From an optimization exercise on the open Yosys and OpenROAD flow, aimed at small area, a short achievable clock period and few clock cycles per item; shortcuts taken in it are not production practice.
No functional check of the RTL was part of any run shown here.

==> design/flow/design.v <==
module fft_rs #(parameter W = 20) (
    input  wire signed [W-1:0] p,
    output wire signed [8:0]   y
);
wire signed [W-1:0] t = (p + 64) >>> 7;
assign y = (t > 255) ? 9'sd255 : (t < -256) ? -9'sd256 : t[8:0];
endmodule
module fft_tw04 (
    input  wire              n4,
    input  wire signed [9:0] u,
    input  wire signed [9:0] v,
    output wire signed [8:0] y_i,
    output wire signed [8:0] y_q
);
wire signed [19:0] pu = u * 127;
wire signed [19:0] pv = v * 127;
wire signed [19:0] ri = n4 ? (v * 128) : pu;
wire signed [19:0] rq = n4 ? -(u * 128) : pv;
fft_rs #(.W(20)) r_i (.p(ri), .y(y_i));
fft_rs #(.W(20)) r_q (.p(rq), .y(y_q));
endmodule
module fft_tw2 (
    input  wire              clk,
    input  wire        [2:0] n,
    input  wire signed [9:0] u,
    input  wire signed [9:0] v,
    output reg  signed [8:0] y_i,
    output reg  signed [8:0] y_q
);
wire signed [19:0] pi, pq;
assign pi = (n == 3'd0) ? u * 127 :
            (n == 3'd2) ? (u + v) * 91 :
            (n == 3'd4) ? v * 128 :
                          (v - u) * 91;
assign pq = (n == 3'd0) ? v * 127 :
            (n == 3'd2) ? (v - u) * 91 :
            (n == 3'd4) ? -(u * 128) :
                          -((u + v) * 91);
reg signed [19:0] pi_r, pq_r;
always @(posedge clk) begin
    pi_r <= pi;
    pq_r <= pq;
end
wire signed [8:0] ri, rq;
fft_rs #(.W(20)) r_i (.p(pi_r), .y(ri));
fft_rs #(.W(20)) r_q (.p(pq_r), .y(rq));
always @(posedge clk) begin
    y_i <= ri;
    y_q <= rq;
end
endmodule
module fft_tw3 (
    input  wire              clk,
    input  wire        [2:0] n,
    input  wire signed [9:0] u,
    input  wire signed [9:0] v,
    output reg  signed [8:0] y_i,
    output reg  signed [8:0] y_q
);
reg signed [19:0] ti, tq;
always @(*) begin
    case (n[1:0])
        2'd0: begin ti = u * 127;          tq = v * 127;          end
        2'd1: begin ti = u * 118 + v * 49; tq = v * 118 - u * 49; end
        2'd2: begin ti = (u + v) * 91;     tq = (v - u) * 91;     end
        default: begin ti = u * 49 + v * 118; tq = v * 49 - u * 118; end
    endcase
end
wire signed [19:0] pi = (n == 3'd4) ? v * 128 : n[2] ? tq : ti;
wire signed [19:0] pq = (n == 3'd4) ? -(u * 128) : n[2] ? -ti : tq;
reg signed [19:0] pi_r, pq_r;
always @(posedge clk) begin
    pi_r <= pi;
    pq_r <= pq;
end
wire signed [8:0] ri, rq;
fft_rs #(.W(20)) r_i (.p(pi_r), .y(ri));
fft_rs #(.W(20)) r_q (.p(pq_r), .y(rq));
always @(posedge clk) begin
    y_i <= ri;
    y_q <= rq;
end
endmodule
module fft16 (
    input  wire              clk,
    input  wire              rst_n,
    input  wire              start,
    input  wire signed [8:0] din_i,
    input  wire signed [8:0] din_q,
    output wire              ready,
    output wire              dout_valid,
    output wire signed [8:0] dout_i,
    output wire signed [8:0] dout_q
);
localparam R1 = 2, R2 = 3, R3 = 3, R4 = 2;        
localparam OFF_Y1 = 1 + R1;                        
localparam OFF_S2 = OFF_Y1 + 7;                    
localparam OFF_Y2 = OFF_S2 + 2 + R2;               
localparam OFF_S3 = OFF_Y2 + 2;                    
localparam OFF_Y3 = OFF_S3 + 2 + R3;               
localparam OFF_Y4 = OFF_Y3 + 1 + R4;               
localparam Q  = OFF_Y4 / 16;
localparam SM = OFF_Y4 % 16;
reg  [3:0] cnt;
reg        ready_r;
reg        dv_r;
reg  [Q+1:0] hist;                                  
wire       acc    = start & ready_r;
wire [3:0] cnt_n  = cnt + 4'd1;
wire [Q+1:0] hist_n = (cnt == 4'd15) ? {hist[Q:0], acc} : hist;
wire       dv_n   = (cnt_n >= SM) ? hist_n[Q] : hist_n[Q+1];
always @(posedge clk or negedge rst_n) begin
    if (!rst_n) begin
        cnt     <= 4'd0;
        ready_r <= 1'b0;
        dv_r    <= 1'b0;
        hist    <= {(Q+2){1'b0}};
    end else begin
        cnt     <= cnt_n;
        ready_r <= (cnt == 4'd14);
        dv_r    <= dv_n;
        hist    <= hist_n;
    end
end
assign ready      = ready_r;
assign dout_valid = dv_r;
wire [3:0] ph1  = cnt;
wire [3:0] phw1 = cnt - OFF_Y1;
wire [3:0] ph2  = cnt - OFF_S2;
wire [3:0] phw2 = cnt - OFF_Y2;
wire [3:0] ph3  = cnt - OFF_S3;
wire [3:0] ph4  = cnt - OFF_Y3;
reg signed [8:0] x0_i, x0_q;
always @(posedge clk) begin
    x0_i <= din_i;
    x0_q <= din_q;
end
wire signed [9:0] b1_i, b1_q;
fft_sdf #(.D(1)) u_s1 (.clk(clk), .c(ph1[0]), .x_i(x0_i), .x_q(x0_q), .y_i(b1_i), .y_q(b1_q));
wire [3:0] p1 = ph1 - 4'd1;                        
reg signed [9:0] o1_i, o1_q;
reg              o1_n4;
always @(posedge clk) begin
    o1_i  <= b1_i;
    o1_q  <= b1_q;
    o1_n4 <= p1[0] & p1[1];
end
wire signed [8:0] y1_i_c, y1_q_c;
fft_tw04 u_tw1 (.n4(o1_n4), .u(o1_i), .v(o1_q), .y_i(y1_i_c), .y_q(y1_q_c));
reg signed [8:0] y1_i, y1_q;
always @(posedge clk) begin
    y1_i <= y1_i_c;
    y1_q <= y1_q_c;
end
wire [17:0] w1;
fft_swap #(.L(7)) u_w1 (.clk(clk), .xc(phw1[3] & ~phw1[0]), .d({y1_i, y1_q}), .q(w1));
wire signed [9:0] b2_i, b2_q;
fft_sdf #(.D(2)) u_s2 (.clk(clk), .c(ph2[1]), .x_i(w1[17:9]), .x_q(w1[8:0]), .y_i(b2_i), .y_q(b2_q));
wire [3:0] t2 = ph2 - 4'd2;
wire [2:0] n2 = t2[2] ? {t2[1], t2[3], 1'b0} : 3'd0;    
reg signed [9:0] o2_i, o2_q;
reg        [2:0] o2_n;
always @(posedge clk) begin
    o2_i <= b2_i;
    o2_q <= b2_q;
    o2_n <= n2;
end
wire signed [8:0] y2_i, y2_q;
fft_tw2 u_tw2 (.clk(clk), .n(o2_n), .u(o2_i), .v(o2_q), .y_i(y2_i), .y_q(y2_q));
wire [17:0] w2;
fft_swap #(.L(2)) u_w2 (.clk(clk), .xc(phw2[2] & ~phw2[1]), .d({y2_i, y2_q}), .q(w2));
wire signed [9:0] b3_i, b3_q;
fft_sdf #(.D(2)) u_s3 (.clk(clk), .c(ph3[1]), .x_i(w2[17:9]), .x_q(w2[8:0]), .y_i(b3_i), .y_q(b3_q));
wire [3:0] t3 = ph3 - 4'd2;
wire [2:0] n3 = t3[0] ? {t3[1], t3[2], t3[3]} : 3'd0;   
reg signed [9:0] o3_i, o3_q;
reg        [2:0] o3_n;
always @(posedge clk) begin
    o3_i <= b3_i;
    o3_q <= b3_q;
    o3_n <= n3;
end
wire signed [8:0] y3_i, y3_q;
fft_tw3 u_tw3 (.clk(clk), .n(o3_n), .u(o3_i), .v(o3_q), .y_i(y3_i), .y_q(y3_q));
wire signed [9:0] b4_i, b4_q;
fft_sdf #(.D(1)) u_s4 (.clk(clk), .c(ph4[0]), .x_i(y3_i), .x_q(y3_q), .y_i(b4_i), .y_q(b4_q));
reg signed [9:0] o4_i, o4_q;
always @(posedge clk) begin
    o4_i <= b4_i;
    o4_q <= b4_q;
end
wire signed [8:0] y4_i_c, y4_q_c;
fft_tw04 u_tw4 (.n4(1'b0), .u(o4_i), .v(o4_q), .y_i(y4_i_c), .y_q(y4_q_c));
reg signed [8:0] y4_i, y4_q;
always @(posedge clk) begin
    y4_i <= y4_i_c;
    y4_q <= y4_q_c;
end
assign dout_i = y4_i;
assign dout_q = y4_q;
endmodule
module fft_sdf #(parameter D = 1) (
    input  wire              clk,
    input  wire              c,
    input  wire signed [8:0] x_i,
    input  wire signed [8:0] x_q,
    output wire signed [9:0] y_i,
    output wire signed [9:0] y_q
);
reg [19:0] f [0:D-1];
wire signed [9:0] a_i = f[D-1][19:10];
wire signed [9:0] a_q = f[D-1][9:0];
wire signed [9:0] s_i = a_i + x_i;
wire signed [9:0] s_q = a_q + x_q;
wire signed [9:0] d_i = a_i - x_i;
wire signed [9:0] d_q = a_q - x_q;
wire signed [9:0] xe_i = x_i;
wire signed [9:0] xe_q = x_q;
integer k;
always @(posedge clk) begin
    f[0] <= c ? {d_i, d_q} : {xe_i, xe_q};
    for (k = 1; k < D; k = k + 1)
        f[k] <= f[k-1];
end
assign y_i = c ? s_i : a_i;
assign y_q = c ? s_q : a_q;
endmodule
module fft_swap #(parameter L = 1) (
    input  wire        clk,
    input  wire        xc,
    input  wire [17:0] d,
    output wire [17:0] q
);
reg [17:0] m [0:L-1];
integer k;
always @(posedge clk) begin
    m[0] <= xc ? m[L-1] : d;
    for (k = 1; k < L; k = k + 1)
        m[k] <= m[k-1];
end
assign q = xc ? d : m[L-1];
endmodule
==> design/flow/run.sh <==
#!/bin/bash
# synth_recipe.tcl (not shown) runs the flow's synth.tcl, then flattens the netlist and writes it again
# the make line also repeats each setting of config.mk as NAME=value (left out here)
make -C /OpenROAD-flow-scripts/flow DESIGN_CONFIG=/design/flow/config.mk WORK_HOME=/design/flow/orfs CLKGATE_MAP_FILE= SYNTH_SCRIPT=/design/flow/synth_recipe.tcl finish
==> design/flow/config.mk <==
export PLATFORM = sky130hd
export DESIGN_NAME = fft16
export DESIGN_NICKNAME = fft16
export VERILOG_FILES = /design/flow/design.v
export SDC_FILE = /design/flow/constraint.sdc
export NUM_CORES = 4
export LEC_CHECK = 0
export CAP_MARGIN = 20
export CORE_MARGIN = 2
export CORE_UTILIZATION = 40
export SLEW_MARGIN = 20
==> design/flow/constraint.sdc <==
create_clock -name core_clock -period 10.0 [get_ports {clk}]
set_input_delay 2.0000 -clock core_clock [delete_from_list [all_inputs] [get_ports {clk}]]
set_output_delay 2.0000 -clock core_clock [all_outputs]
set_load 0.01 [all_outputs]
==> impl_metrics.csv, run 1 <==
group,metric,value,unit
run_status,status,"finished clean",
final_layout,antenna_cells,0,
final_layout,drive_above_1_share,0.0510,
timing,tns,0,ns
timing,slew-limit-headroom,0.279,
die,floorplan.initialDensity,0.403,
drt,drt_wl_total,134000,um
setup_path,worst_ep_arrival_time,8.86,ns
placed_design,numPortBuffers,40,
drt,drc,0,
clock_network,htreeDepth,2,
drt,highest_layer,"met4",
setup_path,crit_type,"register to register",
drt,num_vias,41400,
synth,synth_nets,7750,
drt,wl_met3,4160,um
synth,ys_types,100,
global_routing,antenna_found_initial,0,
global_routing,grt-ovfl-total,0,
drt,detail-route-antenna-nets,0,
timing,rsz0062_at_grt,"no",
setup_path,r2r_slack,1.65,ns
synth,synthDominantCellAreaShare,0.193,
die,chipHeight,382,um
clock_network,cts_buffer_depth,3,
synth,yosys-top-cells-count,"inv_1 (1172), ha_1 (882), fa_1 (519)",
drt,drt_first_iter_violations,2268,
die,coreArea,142000,sq um
final_layout,syn_to_final_growth,8.05,%
clock_network,insertion_delay,0.67,ns
placed_design,place_congestion,0.934,
timing,fin_crit_sh,0.835,
final_layout,nets,7748,
placed_design,dp_hpwl,110000,um
timing,tightest_slew,1.08,ns
synth,yosysTopAreaCell,"ha_1",
setup_path,worst_setup_path_start_kind,"register",
global_routing,grt_pass1_wl,222000,um
synth,synth-main-ff-cell,"dfxtp_1",
timing,max_freq,120,MHz
synth,synth-async-reset-ratio,0.0172,
timing,clock_skew,0.0297,ns
worst_hold_path,hold_class,"register to register",
global_routing,grt_pass1_vias,42000,
die,die_w,382,um
setup_path,max_stage_delay,0.87,ns
setup_path,crit_chain,"inv_1, ha_1, a211oi_1, nor2_1, xnor2_1, ha_1, ha_1, fa_1, inv_1, fa_1, inv_1, ha_1, a2111o_1, a211oi_1, nor3_1, o31ai_1, a32oi_1, or2_2, or4_4, nor4b_2, xor2_1, o221ai_1",
drt,wl_per_cell,16.2,um
die,ios,41,
drt,detailroute.wirelength.met2,63000,um
die,die_area,146000,sq um
setup_path,path_common_cell,"ha_1",
job,maxCapViolCount,0,
setup_path,crit_slowest_cell,"dfxtp_1",
die,rows,138,
synth,synth_cells,6328,
clock_network,numCtsBuffers,56,
setup_path,worstSetupEndpointType,"register",
synth,avgSynthCellArea,9.03,sq um
global_routing,grt_max_degree,87,
synth,yosys-top-cells-area,"ha_1 (19%), fa_1 (18%), dfxtp_1 (18%), inv_1 (7.7%), xnor2_1 (5.9%)",
clock_network,cts.clk_slew.worst_paths,0.07,ns
synth,synth_seq_cells,523,
final_layout,stdcell_count,8263,
synth,yosysWarnings,11,
drt,drt-pass1-iter-count,7,
timing,hold_viol,0,
setup_path,cp_data_required_time,10.51,ns
synth,yosysMostFrequentCell,"inv_1",
timing,setup-violations-final,0,
synth,netlist_area,57100,sq um
placed_design,dp_cells,8158,
drt,via_per_inst,5.01,
global_routing,grt_usage,0.186,
synth,synth_edf_count,0,
clock_network,clock-sinks,523,
clock_network,clockRootBuffer,"clkbuf_16",
setup_path,critPathMaxFanout,16,
clock_network,postCtsHoldBufs,0,
timing,slew_viol_final,0,
clock_network,cts_resized,0,
clock_network,cts_tree,"yes",
drt,drt-met1-wl,63700,um
clock_network,cts_setup_buffers,0,
synth,synth-seq-area-share,0.184,
timing,fin_crit,8.35,ns
## layer usage
layer,vias up,track usage
met5,-,0
met4,0,0.0482
met3,143,0.0173
met2,598,0.316
met1,19900,0.254
li1,20800,-
## cell type report
class,instances,area [sq um]
clock buffer,69,1550
timing repair buffer,78,686
tap,1890,2360
multi-input combinational,4488,41700
sequential,523,10500
clock inverter,36,495
fill,13700,80000
inverter,1179,4430
## per-stage QoR
step                hold slack, ns  worst slack, ns  cell area [sq um]  utilization
floorplan                    0.310             1.80              57100            -
global placement             0.310             1.84              59700        0.421
detailed placement           0.312             1.74              59700        0.421
CTS                          0.310             1.63              61700        0.436
global route                 0.323             1.14              61700        0.436
finish                       0.316             1.65              61700        0.436
## final timing paths
check                                     startpoint                endpoint  cells past startpoint
worst min register to register  u_w1.m[0][1]$_DFF_P_    u_w1.m[1][1]$_DFF_P_                      0
worst max-delay path                 o3_i[7]$_DFF_P_  u_tw3.pq_r[19]$_DFF_P_                     22
worst max register to register       o3_i[7]$_DFF_P_  u_tw3.pq_r[19]$_DFF_P_                     22
worst min-delay path            u_w1.m[0][1]$_DFF_P_    u_w1.m[1][1]$_DFF_P_                      0
min in group asynchronous                      rst_n          dv_r$_DFF_PN0_                      1
max in group asynchronous                      rst_n        cnt[0]$_DFF_PN0_                      1
## worst max-delay path: cells and delay by family (launching register included)
| family | cells | cell delay, ns |
|---|---|---|
| buffers and inverters | 3 | 0.59 |
| AO/OA/AOI/OAI | 6 | 1.87 |
| flip-flops | 1 | 0.87 |
| adder cells (fa/ha/maj) | 6 | 2.62 |
| XOR/XNOR | 2 | 0.87 |
| AND/OR/NAND/NOR | 5 | 1.37 |
## cell families (layout without fill, tap and decap cells)
logic type | count (synthesis) | after routing | synth area share
AOI/OAI and AO/OA | 1172 | 1172 | 0.132
xor gates and xnor gates | 541 | 541 | 0.0832
adders and majority gates | 1403 | 1403 | 0.375
buffers and inverters | 1317 | 1362 | 0.0866
DFF | 523 | 523 | 0.184
muxes | 175 | 175 | 0.0375
and+or+nand+nor | 1197 | 1197 | 0.102
## layout by cell type, fill, tap and decap left out, drive strengths merged, types with 30 or more instances in the layout
cell              n
inv            1180
ha              882
fa              519
dfxtp           514
xnor2           386
nor2            383
a21oi           359
o21ai           284
nand2           262
xor2            154
mux2i            97
nor3             94
nand3            92
o21bai           76
clkbuf           69
nand2b           68
or2              61
nor2b            58
a21o             57
o21a             56
mux2             52
and3             46
clkdlybuf4s50    40
a211oi           39
buf              38
o31ai            31
a31oi            30
## flip-flops by register name, summed over array words and instances (netlist names), 10 cells and up
register and cells:
u_w1.m 126, o1_i 10, o2_q 10, u_w2.m 36, u_s2.f 40, u_tw2.pq_r 14
u_s4.f 20, u_tw3.pq_r 14, u_s3.f 40, u_tw3.pi_r 14, u_s1.f 20, o4_i 10
o3_q 10, o1_q 10, u_tw2.pi_r 14, o3_i 10, o2_i 10, o4_q 10
==> run 2, diff against run 1 <==
--- a/design/flow/design.v
+++ b/design/flow/design.v
@@ -1,7 +1,32 @@
-module fft_rs #(parameter W = 20) (
-    input  wire signed [W-1:0] p,
+module fft_sat #(parameter W = 10) (
+    input  wire signed [W-1:0] x,
     output wire signed [8:0]   y
 );
-wire signed [W-1:0] t = (p + 64) >>> 7;
-assign y = (t > 255) ? 9'sd255 : (t < -256) ? -9'sd256 : t[8:0];
+wire hi = ~x[W-1] & (|x[W-2:8]);
+wire lo =  x[W-1] & ~(&x[W-2:8]);
+assign y = hi ? 9'sd255 : lo ? -9'sd256 : x[8:0];
+endmodule
+module fft_t0 (
+    input  wire signed [9:0] x,
+    output wire signed [8:0] y
+);
+wire              g  = x[6] & (|x[5:0]);
+wire signed [3:0] dl = -$signed({x[9], x[9:7]}) - $signed({3'b000, g});    
+wire        [4:0] lo = {1'b0, x[3:0]} + {1'b0, dl};                        
+wire        [4:0] up = x[8:4];
+wire        [4:0] upi = up + 5'd1;
+wire        [4:0] upd = up - 5'd1;
+wire        [4:0] upr = (lo[4] == dl[3]) ? up : (lo[4] ? upi : upd);
+wire hi = ~x[9] & x[8] & (|x[7:0]);             
+wire lw =  x[9] & ~x[8] & ~(&x[7:1]);           
+assign y = hi ? 9'sd255 : lw ? -9'sd256 : {upr, lo[3:0]};
+endmodule
+module fft_satneg (
+    input  wire signed [9:0] x,
+    output wire signed [8:0] y
+);
+wire [8:0] nx = ~x[8:0] + 9'd1;
+wire hi =  x[9] & (~x[8] | ~(|x[7:0]));         
+wire lw = ~x[9] & x[8] & (|x[7:0]);              
+assign y = hi ? 9'sd255 : lw ? -9'sd256 : nx;
 endmodule
@@ -14,8 +39,24 @@
 );
-wire signed [19:0] pu = u * 127;
-wire signed [19:0] pv = v * 127;
-wire signed [19:0] ri = n4 ? (v * 128) : pu;
-wire signed [19:0] rq = n4 ? -(u * 128) : pv;
-fft_rs #(.W(20)) r_i (.p(ri), .y(y_i));
-fft_rs #(.W(20)) r_q (.p(rq), .y(y_q));
+wire signed [8:0] a_i, a_q, b_i, b_q;
+fft_t0 t_i (.x(u), .y(a_i));
+fft_t0 t_q (.x(v), .y(a_q));
+fft_sat #(.W(10)) s_i (.x(v), .y(b_i));
+fft_satneg        s_q (.x(u), .y(b_q));
+assign y_i = n4 ? b_i : a_i;
+assign y_q = n4 ? b_q : a_q;
+endmodule
+module fft_p2 (
+    input  wire signed [10:0] w,
+    input  wire        [1:0]  k,
+    input  wire               ng,
+    output wire signed [8:0]  y
+);
+wire signed [18:0] we = w;
+wire        [7:0]  kc = k[1] ? 8'd155 : k[0] ? 8'd192 : 8'd191;
+wire signed [18:0] p  = (k[1] ? (we <<< 6) : (we <<< 7))
+                      + (k[1] ? (we <<< 5) : 19'sd0)
+                      - (k[1] ? (we <<< 2) : 19'sd0)
+                      - (k[0] ? 19'sd0 : we)
+                      + $signed({11'd0, ng ? kc : 8'd64});
+fft_sat #(.W(12)) s (.x(p[18:7]), .y(y));
 endmodule
@@ -29,23 +70,47 @@
 );
-wire signed [19:0] pi, pq;
-assign pi = (n == 3'd0) ? u * 127 :
-            (n == 3'd2) ? (u + v) * 91 :
-            (n == 3'd4) ? v * 128 :
-                          (v - u) * 91;
-assign pq = (n == 3'd0) ? v * 127 :
-            (n == 3'd2) ? (v - u) * 91 :
-            (n == 3'd4) ? -(u * 128) :
-                          -((u + v) * 91);
-reg signed [19:0] pi_r, pq_r;
-always @(posedge clk) begin
-    pi_r <= pi;
-    pq_r <= pq;
-end
-wire signed [8:0] ri, rq;
-fft_rs #(.W(20)) r_i (.p(pi_r), .y(ri));
-fft_rs #(.W(20)) r_q (.p(pq_r), .y(rq));
-always @(posedge clk) begin
-    y_i <= ri;
-    y_q <= rq;
-end
+wire signed [10:0] s = u + v;
+wire signed [10:0] d = v - u;
+wire signed [10:0] wi = n[1] ? (n[2] ? d : s) : (n[2] ? v : u);
+wire signed [10:0] wq = n[1] ? (n[2] ? s : d) : (n[2] ? u : v);
+reg signed [10:0] wi_r, wq_r;
+reg        [1:0]  k_r;
+reg               ng_r;
+always @(posedge clk) begin
+    wi_r <= wi;
+    wq_r <= n[2] ? ~wq : wq;
+    k_r  <= n[1] ? 2'd2 : {1'b0, n[2]};
+    ng_r <= n[2];
+end
+wire signed [8:0] p_i, p_q;
+fft_p2 m_i (.w(wi_r), .k(k_r), .ng(1'b0), .y(p_i));
+fft_p2 m_q (.w(wq_r), .k(k_r), .ng(ng_r), .y(p_q));
+always @(posedge clk) begin
+    y_i <= p_i;
+    y_q <= p_q;
+end
+endmodule
+module fft_p3 (
+    input  wire signed [10:0] t,
+    input  wire signed [16:0] e,
+    input  wire        [1:0]  k,       
+    input  wire               ng,
+    output wire signed [8:0]  y
+);
+wire signed [18:0] te = t;
+wire signed [18:0] ee = e;
+reg         [7:0]  kc;
+always @(*) begin
+    case (k)
+        2'd0: kc = ng ? 8'd191 : 8'd64;
+        2'd1: kc = ng ? 8'd192 : 8'd64;
+        2'd2: kc = ng ? 8'd155 : 8'd64;
+        default: kc = ng ? 8'd114 : 8'd64;
+    endcase
+end
+wire signed [18:0] p = (k[1] ? (te <<< 6) : (te <<< 7))
+                     + (k == 2'd2 ? (te <<< 5) : k == 2'd3 ? -(te <<< 4) : 19'sd0)
+                     + (k == 2'd2 ? -(te <<< 2) : k == 2'd3 ? te : 19'sd0)
+                     + (k == 2'd3 ? ee : k == 2'd1 ? 19'sd0 : -te)
+                     + $signed({11'd0, kc});
+fft_sat #(.W(12)) s (.x(p[18:7]), .y(y));
 endmodule
@@ -59,24 +124,34 @@
 );
-reg signed [19:0] ti, tq;
-always @(*) begin
-    case (n[1:0])
-        2'd0: begin ti = u * 127;          tq = v * 127;          end
-        2'd1: begin ti = u * 118 + v * 49; tq = v * 118 - u * 49; end
-        2'd2: begin ti = (u + v) * 91;     tq = (v - u) * 91;     end
-        default: begin ti = u * 49 + v * 118; tq = v * 49 - u * 118; end
-    endcase
-end
-wire signed [19:0] pi = (n == 3'd4) ? v * 128 : n[2] ? tq : ti;
-wire signed [19:0] pq = (n == 3'd4) ? -(u * 128) : n[2] ? -ti : tq;
-reg signed [19:0] pi_r, pq_r;
-always @(posedge clk) begin
-    pi_r <= pi;
-    pq_r <= pq;
-end
-wire signed [8:0] ri, rq;
-fft_rs #(.W(20)) r_i (.p(pi_r), .y(ri));
-fft_rs #(.W(20)) r_q (.p(pq_r), .y(rq));
-always @(posedge clk) begin
-    y_i <= ri;
-    y_q <= rq;
+wire        k3  = (n[1:0] == 2'd3);
+wire        gen = (n[1:0] != 2'd0);
+wire        swi = n[2] ^ k3;
+wire        ngi = n[2] & k3;
+wire        ngq = n[2] | k3;
+wire signed [9:0]  ai = swi ? v : u;
+wire signed [9:0]  aq = swi ? u : v;
+wire signed [9:0]  bi = gen ? (swi ? u : v) : 10'sd0;
+wire signed [9:0]  bq = gen ? (swi ? v : u) : 10'sd0;
+wire signed [10:0] ti = n[2] ? ai - bi : ai + bi;
+wire signed [10:0] tq = n[2] ? aq + bq : aq - bq;
+wire signed [16:0] ei = (ai <<< 6) + (ai <<< 2) + ai;
+wire signed [16:0] eq = (aq <<< 6) + (aq <<< 2) + aq;
+reg signed [10:0] ti_r, tq_r;
+reg signed [16:0] ei_r, eq_r;
+reg        [1:0]  k_r;
+reg               ngi_r, ngq_r;
+always @(posedge clk) begin
+    ti_r  <= ngi ? ~ti : ti;
+    tq_r  <= ngq ? ~tq : tq;
+    ei_r  <= ngi ? ~ei : ei;
+    eq_r  <= ngq ? ~eq : eq;
+    k_r   <= gen ? {1'b1, n[0]} : {1'b0, n[2]};
+    ngi_r <= ngi;
+    ngq_r <= ngq;
+end
+wire signed [8:0] p_i, p_q;
+fft_p3 m_i (.t(ti_r), .e(ei_r), .k(k_r), .ng(ngi_r), .y(p_i));
+fft_p3 m_q (.t(tq_r), .e(eq_r), .k(k_r), .ng(ngq_r), .y(p_q));
+always @(posedge clk) begin
+    y_i <= p_i;
+    y_q <= p_q;
 end
==> run 2 against run 1 <==
  * Still clean on timing, DRC and antenna
  * Die area decreased by 38%
  * Global-route usage decreased by 2.9 points
  * Synthesized area decreased by 38%
  * Maximum frequency increased by 26%
  * Critical path depth decreased by 3
  * Sequential share of layout area increased by 12 points
  * Final area decreased by 37%
==> impl_metrics.csv, run 2 <==
group,metric,value,unit
run_status,status,"finished clean",
setup_path,worst_setup_path_start_kind,"register",
final_layout,final_common_cell,"dfxtp_1",
synth,yosys-top-cells-count,"dfxtp_1 (543), ha_1 (408), inv_1 (408)",
timing,fin_crit,6.64,ns
synth,avgSynthCellArea,9.21,sq um
synth,synth-seq-area-share,0.315,
setup_path,worstSetupEndpointType,"register",
global_routing,grt_pass1_wl,120000,um
die,chipHeight,301,um
synth,netlist_area,35200,sq um
placed_design,place_congestion,0.849,
final_layout,drive_above_1_share,0.0617,
drt,drt_wl_total,70400,um
synth,synth_cells,3821,
final_layout,n_fill_cell,8493,
global_routing,grt-ovfl-total,0,
drt,wl_per_cell,14.0,um
synth,synth_compound_area_frac,0.142,
synth,synth-adder-area-share,0.237,
placed_design,dp_hpwl,53200,um
drt,drt_first_iter_violations,1208,
die,floorplan.initialDensity,0.404,
final_layout,top_register,"u_w1.m",
clock_network,numCtsBuffers,56,
die,coreArea,87000,sq um
job,maxCapViolCount,0,
timing,slew-limit-headroom,0.354,
clock_network,clockRootBuffer,"clkbuf_16",
synth,synthDominantCellAreaShare,0.309,
final_layout,multi_input_area,22100,sq um
synth,synth_nets,4410,
timing,tightest_slew,0.962,ns
clock_network,postCtsHoldBufs,0,
placed_design,dp_cells,4925,
final_layout,layout_common_cells,"dfxtp_1 (541), inv_1 (408), ha_1 (407)",
timing,max_freq,151,MHz
clock_network,cts_tree,"yes",
synth,yosysWarnings,12,
final_layout,nets,4417,
timing,rsz0062_at_grt,"no",
drt,via_per_inst,4.94,
die,ios,41,
synth,synth-main-ff-cell,"dfxtp_1",
final_layout,register_area,11100,sq um
synth,synth_xor_area_frac,0.0845,
placed_design,numPortBuffers,40,
synth,synth_edf_count,0,
global_routing,antenna_found_initial,0,
clock_network,cts_buffer_depth,3,
die,die_w,301,um
final_layout,reg_top3,"u_w1.m: 126 flops, u_s2.f: 40 flops, u_s3.f: 40 flops",
timing,setup-violations-final,0,
global_routing,grt_usage,0.157,
clock_network,cts.clk_slew.worst_paths,0.06,ns
synth,yosysMostFrequentCell,"dfxtp_1",
timing,clock_skew,0.0637,ns
synth,synth_seq_cells,552,
timing,hold_viol,0,
setup_path,crit_type,"register to register",
synth,synth_top_family_by_area,"adder cells",
global_routing,grt_max_degree,73,
timing,tns,0,ns
clock_network,clock-sinks,552,
drt,drc,0,
drt,detail-route-antenna-nets,0,
die,rows,108,
setup_path,worst_ep_arrival_time,7.14,ns
final_layout,stdcell_count,5029,
drt,num_vias,24800,
synth,synthMuxAreaShare,0.0536,
die,die_area,90400,sq um
clock_network,insertion_delay,0.66,ns
worst_hold_path,hold_class,"register to register",
clock_network,cts_setup_buffers,0,
synth,yosysTopAreaCell,"dfxtp_1",
setup_path,critPathMaxFanout,59,
synth,yosys-top-cells-area,"dfxtp_1 (31%), ha_1 (15%), fa_1 (9.1%), xnor2_1 (6.1%), inv_1 (4.4%)",
final_layout,syn_to_final_growth,10.2,%
drt,drt-pass1-iter-count,5,
timing,slew_viol_final,0,
clock_network,htreeDepth,2,
synth,synthSimpleGateAreaFrac,0.112,
synth,synth-async-reset-ratio,0.0163,
final_layout,largest_register_ffs,126,
synth,ys_types,87,
setup_path,cp_data_required_time,10.50,ns
global_routing,grt_pass1_vias,24800,
clock_network,cts_resized,0,
timing,fin_crit_sh,0.664,
[run 2: cell count changes after synthesis, sizes merged, moves of 41 or more]
cell and delta:
a21oi -88, fa -359, ha -474, inv -764, nand3 -51, nor2 -132, nor3 -41, o21a -42
o21bai -47, or2 -53, xnor2 -139, xor2 -64
[run 2: cells by family after synthesis]
logic type / after synthesis
xor+xnor: 337
compound gates: 835
fa+ha+maj: 570
simple gates: 833
flops: 552
mux: 173
buf+inv: 521
[run 2: path summary, 6_finish.rpt]
kind	startpoint	end	slack [ns]	cells past startpoint
min in group asynchronous	rst_n	hist[0]$_DFFE_PN0P_	1.71	1
max	u_tw3.k_r[1]$_DFF_P_	u_tw3.y_i[7]$_SDFF_PP1_	3.36	19
min	u_w1.m[3][7]$_DFF_P_	u_w1.m[4][7]$_DFF_P_	0.31	0
max in group asynchronous	rst_n	cnt[0]$_DFF_PN0_	7.88	1
max reg2reg	u_tw3.k_r[1]$_DFF_P_	u_tw3.y_i[7]$_SDFF_PP1_	3.36	19
min reg2reg	u_w1.m[3][7]$_DFF_P_	u_w1.m[4][7]$_DFF_P_	0.31	0
[run 2: per-layer routing]
layer | share of wire | global-route usage | vias up
li1 | - | - | 12900
met1 | 0.49 | 0.215 | 11600
met3 | 0.029 | 0.0182 | 101
met2 | 0.46 | 0.262 | 292
met4 | 0.024 | 0.0455 | 0
met5 | 0 | 0 | -
[run 2: metrics by stage]
| step | area (sq um) | utilization | setup slack (ns) | hold slack [ns] |
|---|---|---|---|---|
| 3_3_place_gp | 36800 | 0.422 | 3.47 | 0.310 |
| 5_1_grt | 38800 | 0.446 | 2.89 | 0.297 |
| 2_1_floorplan | 35200 | - | 4.52 | 0.310 |
| 6_report | 38800 | 0.446 | 3.36 | 0.307 |
| 4_1_cts | 38800 | 0.446 | 3.38 | 0.301 |
| 3_5_place_dp | 36800 | 0.422 | 3.37 | 0.312 |
[run 2: worst max-delay path: stages (launching register included)]
cell,delay (ns)
dfxtp_2,0.31
buf_4,0.51
clkinv_1,0.97
nor2_2,0.35
buf_4,0.26
nor2b_1,0.09
fa_1,0.53
inv_1,0.05
fa_1,0.50
fa_1,0.55
inv_1,0.04
ha_1,0.21
nor2_1,0.08
o21ai_0,0.11
o221ai_1,0.40
o211ai_1,0.21
a21o_1,0.27
o32a_1,0.36
o211ai_1,0.41
a21bo_2,0.28
[run 2: final cells by class]
class,count,share of cell area
clock inverter,34,0.0130
tap,1155,0.0373
clock buffer,69,0.0392
inverter,414,0.0401
timing repair buffer,56,0.0134
sequential,552,0.286
antenna,1,0.0000645
multi-input combinational,2748,0.571

## port drivers added, routing unchanged
The results above use ideal ports. As a check the final layouts listed here were re-extracted and re-timed, cells and wires unchanged.
Step 1, drivers: a clkbuf_16 drives clk and a buf_2 each remaining input, both assumed.
Step 2 also shifts input and output timing later by t, the mid clock arrival at the registers, as if the neighbouring blocks saw the same clock.
a / b / c = ideal ports / drivers / drivers and shift; a / b = the first two.
| run | shift t [ns] | setup slack, ns | worst hold slack (ns) | latest minus earliest clock arrival (ns) | worst slew at a driven data input, ns |
|---|---|---|---|---|---|
| run 1 | 0.726 | 1.649 / 1.649 / 1.649 | 0.316 / 0.316 / 0.316 | 0.039 / 0.039 | 0.06 |
| run 2 | 0.696 | 3.363 / 3.363 / 3.363 | 0.307 / 0.307 / 0.307 | 0.069 / 0.069 | 0.04 |
After both steps setup and hold are still met in every run listed.
